Context: an optimization exercise on an open-source flow, tuned for small area and few clock cycles per item. The choices shown serve that exercise and are no tape-out recipe.
The RTL was checked by simulation tests, not by an equivalence proof against the original design.
Power and IR drop assume default switching activity.

== run A ==
==> flow/design.v (excerpt) <==
module top (clock, start, BestDist, motionX, motionY, AddressR, AddressS1, AddressS2, R, S1, S2, completed);
Size in the first run: ~290 flip-flops, ~71 I/O pins, about 0.023 mm² of cells after synthesis.
Settings: LEC_CHECK=0, ABC_AREA=1, CAP_MARGIN=20, CORE_MARGIN=2, CORE_UTILIZATION=55, CTS_BUF_LIST=sky130_fd_sc_hd__clkbuf_8, CTS_CLUSTER_DIAMETER=60, CTS_CLUSTER_SIZE=30, GPL_TIMING_DRIVEN=0, SETUP_SLACK_MARGIN=0.1, SLEW_MARGIN=20; clock period 5.5 ns.
run.sh (not shown) runs the stock make flow with config.mk's settings and CLKGATE_MAP_FILE= SYNTH_SCRIPT=/design/flow/synth_recipe.tcl, a recipe that flattens the netlist after the stock synthesis.
Testbench counts of run A, summed over its fixed seeds: cycles 26,731, searches 48.
The following lists how run B was set up differently from run A:
Settings: changing SETUP_SLACK_MARGIN from 0.1 to 0.05; changing CORE_UTILIZATION from 55 to 60.
### Flow results
- Against run A, run B comes in 1.4 points higher on overall global routing resource usage.
- From run A to run B the numbers moved as follows: setup slack has decreased, final area has decreased, global-route wire length before repair has decreased, routed length on met1 has decreased.
Input-level comparison between run C and run B:
Settings: GPL_ROUTABILITY_DRIVEN: unset -> 0.
- Run C has completed all stages; timing, DRC and antenna checks passed.
- Diff run B -> run C: via count of the routed design neither gained nor lost much, power held steady, routed wire length moved down, slack of the critical path dropped 7.1 ps.
- Layout clock buffer count went down by a few percent going from run B to run C.
- Sequential cell area in the final layout: run B vs run C, no meaningful difference
- There was hardly any difference in share of the core filled with cells between run C and run B.
- Status: wire length of the first global-routing pass parity (run B, run C)
- A capturing element of the worst setup path of AddressS2[7] is what run C shows, while AddressS2[6] belongs to run B.
- Cell area after layout: run B vs run C — no meaningful difference
- Between run B and run C, the flow reports CTS buffer count increasing by a few percent.
- Area growth from synthesis to layout: run B vs run C — no meaningful difference

## build 66
The RTL this note starts from:
==> flow/design.v <==
module top (clock, start, BestDist, motionX, motionY, AddressR, AddressS1, AddressS2, R, S1, S2, completed);
	input clock;
	input start;
	output [7:0] BestDist;
	output [3:0] motionX, motionY;
	output completed;
	input [7:0] R, S1, S2;
	output [7:0] AddressR;
	output [9:0] AddressS1, AddressS2;
	localparam IDLE = 3'd0, FILL = 3'd1, RUN = 3'd2, SEL = 3'd3, DONE = 3'd4;
	reg [2:0] st;
	reg [7:0] p;           
	reg [3:0] phi;         
	reg pass2;
	reg [3:0] K;           
	reg [7:0] n;           
	reg [7:0] best;
	reg [3:0] mvx, mvy;
	assign AddressR  = p;
	wire [3:0] am1 = p[7:4] - 4'd1;
	wire [3:0] Kc;         
	wire sw;               
	wire [4:0] r1 = {1'b0, K} + {1'b0, p[7:4]} + {4'd0, sw};
	wire [4:0] r2 = {1'b0, K} + {1'b0, am1} + {4'd0, sw};
	assign AddressS1 = {r1, 1'b0, p[3:0]};
	assign AddressS2 = {r2, 1'b1, p[3:0]};
	assign BestDist  = best;
	assign motionX   = mvx;
	assign motionY   = mvy;
	wire [8*16-1:0] rin;    
	wire [15:0] th_all;
	genvar g;
	generate for (g = 0; g < 16; g = g + 1) begin : thd
		assign th_all[g] = (p[3:0] >= g);
	end endgenerate
	wire [8*16-1:0] accs;
	wire [15:0] alive;
	wire load = ((st == RUN) && (n == 8'd0)) || sw;
	wire rebias = (st == SEL) && any_alive;
	wire [7:0] dlt;         
	assign rin[7:0] = R;
	genvar j;
	generate
		for (j = 0; j < 16; j = j + 1) begin : pe
			PE u (.clock(clock), .r(rin[8*j+7:8*j]), .s1(S1), .s2(S2), .use_s1(th_all[j]),
			      .load(load), .rebias(rebias), .nb(~best), .dlt(dlt),
			      .acc(accs[8*j+7:8*j]), .alive(alive[j]));
			if (j < 15) begin : rp
				reg [7:0] rpipe;
				always @(posedge clock) rpipe <= rin[8*j+7:8*j];
				assign rin[8*j+15:8*j+8] = rpipe;
			end
		end
	endgenerate
	reg [7:0] selv;
	reg [3:0] seli;
	integer q;
	always @* begin
		selv = 8'd0;
		seli = 4'd0;
		for (q = 15; q >= 0; q = q - 1)
			if (alive[q]) begin
				selv = accs[8*q +: 8];
				seli = q;
			end
	end
	assign dlt = ~selv;
	wire any_alive = |alive;
	wire last_row = (K == 4'd15);
	localparam [7:0] T1 = 8'd32;
	wire found = ~best[5];                  
	wire give_up = !pass2 && !found && (phi == 4'd14);
	wire row_out = ((st == RUN) && (n != 8'd0) || (st == SEL)) && !any_alive;
	wire pass_end = row_out && last_row;
	wire to_done = pass_end && (pass2 || found);
	wire new_pass = (pass_end && !to_done) || (give_up && (st == RUN || st == SEL));
	assign sw = row_out && !to_done && !new_pass;
	assign completed = (st == DONE) || to_done;
	assign Kc = sw ? K + 4'd1 : K;
	reg [2:0] st_n;
	reg [3:0] K_n;
	reg [7:0] n_n;
	always @* begin
		st_n = st;
		K_n = Kc;
		n_n = n + 8'd1;
		case (st)
			IDLE: begin st_n = FILL; K_n = 4'd0; n_n = 8'd0; end
			FILL: if (n == 8'd13) begin st_n = RUN; n_n = 8'd0; end
			RUN: if (!sw && n == 8'd255) st_n = SEL;
			default: ;
		endcase
		if (sw) begin
			st_n = RUN;
			n_n = 8'd1;
		end
		if (to_done) st_n = DONE;
		if (new_pass) begin
			st_n = RUN;
			n_n = 8'd0;
			K_n = 4'd0;
		end
		if (!start) st_n = IDLE;
	end
	wire [7:0] p_n = start ? p + 8'd1 : 8'd0;
	always @(posedge clock) begin
		st <= st_n;
		K <= K_n;
		n <= n_n;
		p <= p_n;
		if (st == IDLE) phi <= 4'd0;
		else if (p == 8'hFF) phi <= phi + 4'd1;
		if (st == IDLE) pass2 <= 1'b0;
		else if (new_pass) pass2 <= 1'b1;
		if (st == IDLE)
			best <= T1;
		else if (new_pass)
			best <= 8'hFF;
		else if (rebias) begin
			best <= selv + best + 8'd1;
			mvx <= {~seli[3], seli[2:0]};
			mvy <= {~K[3], K[2:0]};
		end
	end
endmodule
module PE (clock, r, s1, s2, use_s1, load, rebias, nb, dlt, acc, alive);
	input clock;
	input [7:0] r, s1, s2;
	input use_s1, load, rebias;
	input [7:0] nb;         
	input [7:0] dlt;        
	output reg [7:0] acc;
	output alive;
	wire [7:0] s = use_s1 ? s1 : s2;
	wire [8:0] t = {1'b0, r} + {1'b0, ~s};
	wire c = t[8];
	wire [7:0] x = load ? nb : acc;
	wire [7:0] y = rebias ? dlt : (t[7:0] ^ {8{~c}});
	wire ci = c & ~rebias;
	wire [8:0] sum = {1'b0, x} + {1'b0, y} + {8'd0, ci};
	assign alive = ~&acc;
	always @(posedge clock) acc <= sum[8] ? 8'hFF : sum[7:0];
endmodule
export LEC_CHECK = 0
export ABC_AREA = 1
export CAP_MARGIN = 20
export CORE_MARGIN = 2
export CORE_UTILIZATION = 65
export CTS_BUF_LIST = sky130_fd_sc_hd__clkbuf_8
export CTS_CLUSTER_DIAMETER = 60
export CTS_CLUSTER_SIZE = 30
export GPL_TIMING_DRIVEN = 0
export SETUP_SLACK_MARGIN = 0.1
export SLEW_MARGIN = 20
create_clock -name core_clock -period 5.5 [get_ports {clock}]
Testbench counts of build 66, summed over its fixed seeds: cycles 26,731, searches 48.
Input-level comparison between build 37 and build 66:
Settings: CORE_UTILIZATION now 70, was 65.
## What came out
Vias: build 37 above build 66. Summary of build 37 over build 66: signed area change from the synthesized netlist to the final layout saw an increase; fraction of area in multi-input gates ~0 delta; area taken by flip-flops and latches essentially unchanged. Per the comparison of build 37 with build 66, number of clock buffers inserted by TritonCTS shows a reduction of 5, largest vdd supply drop shows a reduction of 24%, proportion of power drawn by combinational gates shows an increase of 0.6 points, wire length per cell shows an increase of 5.5%. Switching power as a share of total power (higher): build 37. The total power consumption of the routed design in build 37 was higher than what build 66 gave. Setup slack: build 37 less than build 66.
[inputs] build 20 vs build 37
Settings: SETUP_SLACK_MARGIN changed from 0.1 to 0.05; CORE_UTILIZATION changed from 70 to 60; PLACE_DENSITY newly set to 0.8.
==> results.txt <==
- For build 37, the master of the slowest instance on the critical path was sky130_fd_sc_hd__fa_1, unlike build 20, where it was sky130_fd_sc_hd__clkdlybuf4s50_1.
- Looking at worst setup slack, build 20 sits 74 ps above build 37.
- When build 20 is set beside build 37, its total iterations of the first detailed-routing run turns out to be 2 smaller.
- The maximum frequency of build 20 exceeds that of build 37 by 0.0026 GHz.
- Changes observed in build 20 relative to build 37: register-to-register slack up 140 ps, data-path buffer share of cell area in the final layout went down 0.36 points, area used by multi-input combinational logic barely changed.
- [build 20] global-route usage fell 8.0 points relative to build 37

[what the ideal ports hide]
The flow's constraints put no driver on any port. The routed layouts listed below were extracted and timed again, unchanged, in two steps. Step 1, drivers: a clkbuf_16 drives clock and a buf_2 each remaining input, both assumed. Step 2 adds t to the input delays and takes it off the output delays; t is the mean of the earliest and latest rising clock arrival at the registers after step 1. Input paths then give back, and output paths get back, about the clock's delay inside the block. Three values: ideal, step 1, step 2; two values: the first two.
| run | t, ns | setup slack, ns | worst setup path after step 2 | latest minus earliest clock arrival (ns) |
|---|---|---|---|---|
| run A | 0.665 | 0.290 / 0.236 / -0.329 | input to register | 0.024 / 0.024 |
| run B | 0.722 | 0.185 / 0.126 / -0.416 | input to register | 0.026 / 0.025 |
| run C | 0.727 | 0.178 / 0.126 / -0.395 | input to register | 0.022 / 0.022 |
| build 66 | 0.676 | 0.164 / 0.164 / -0.301 | input to register | 0.046 / 0.046 |
| build 37 | 0.698 | 0.124 / 0.124 / -0.525 | input to register | 0.052 / 0.051 |
| build 20 | 0.713 | 0.198 / 0.143 / -0.427 | input to register | 0.035 / 0.034 |
Met with ideal ports but missed after step 2: setup timing in every run listed. For build 37, which loses most, drivers alone change the setup slack by 0.000 ns; drivers and shift together by -0.649 ns.
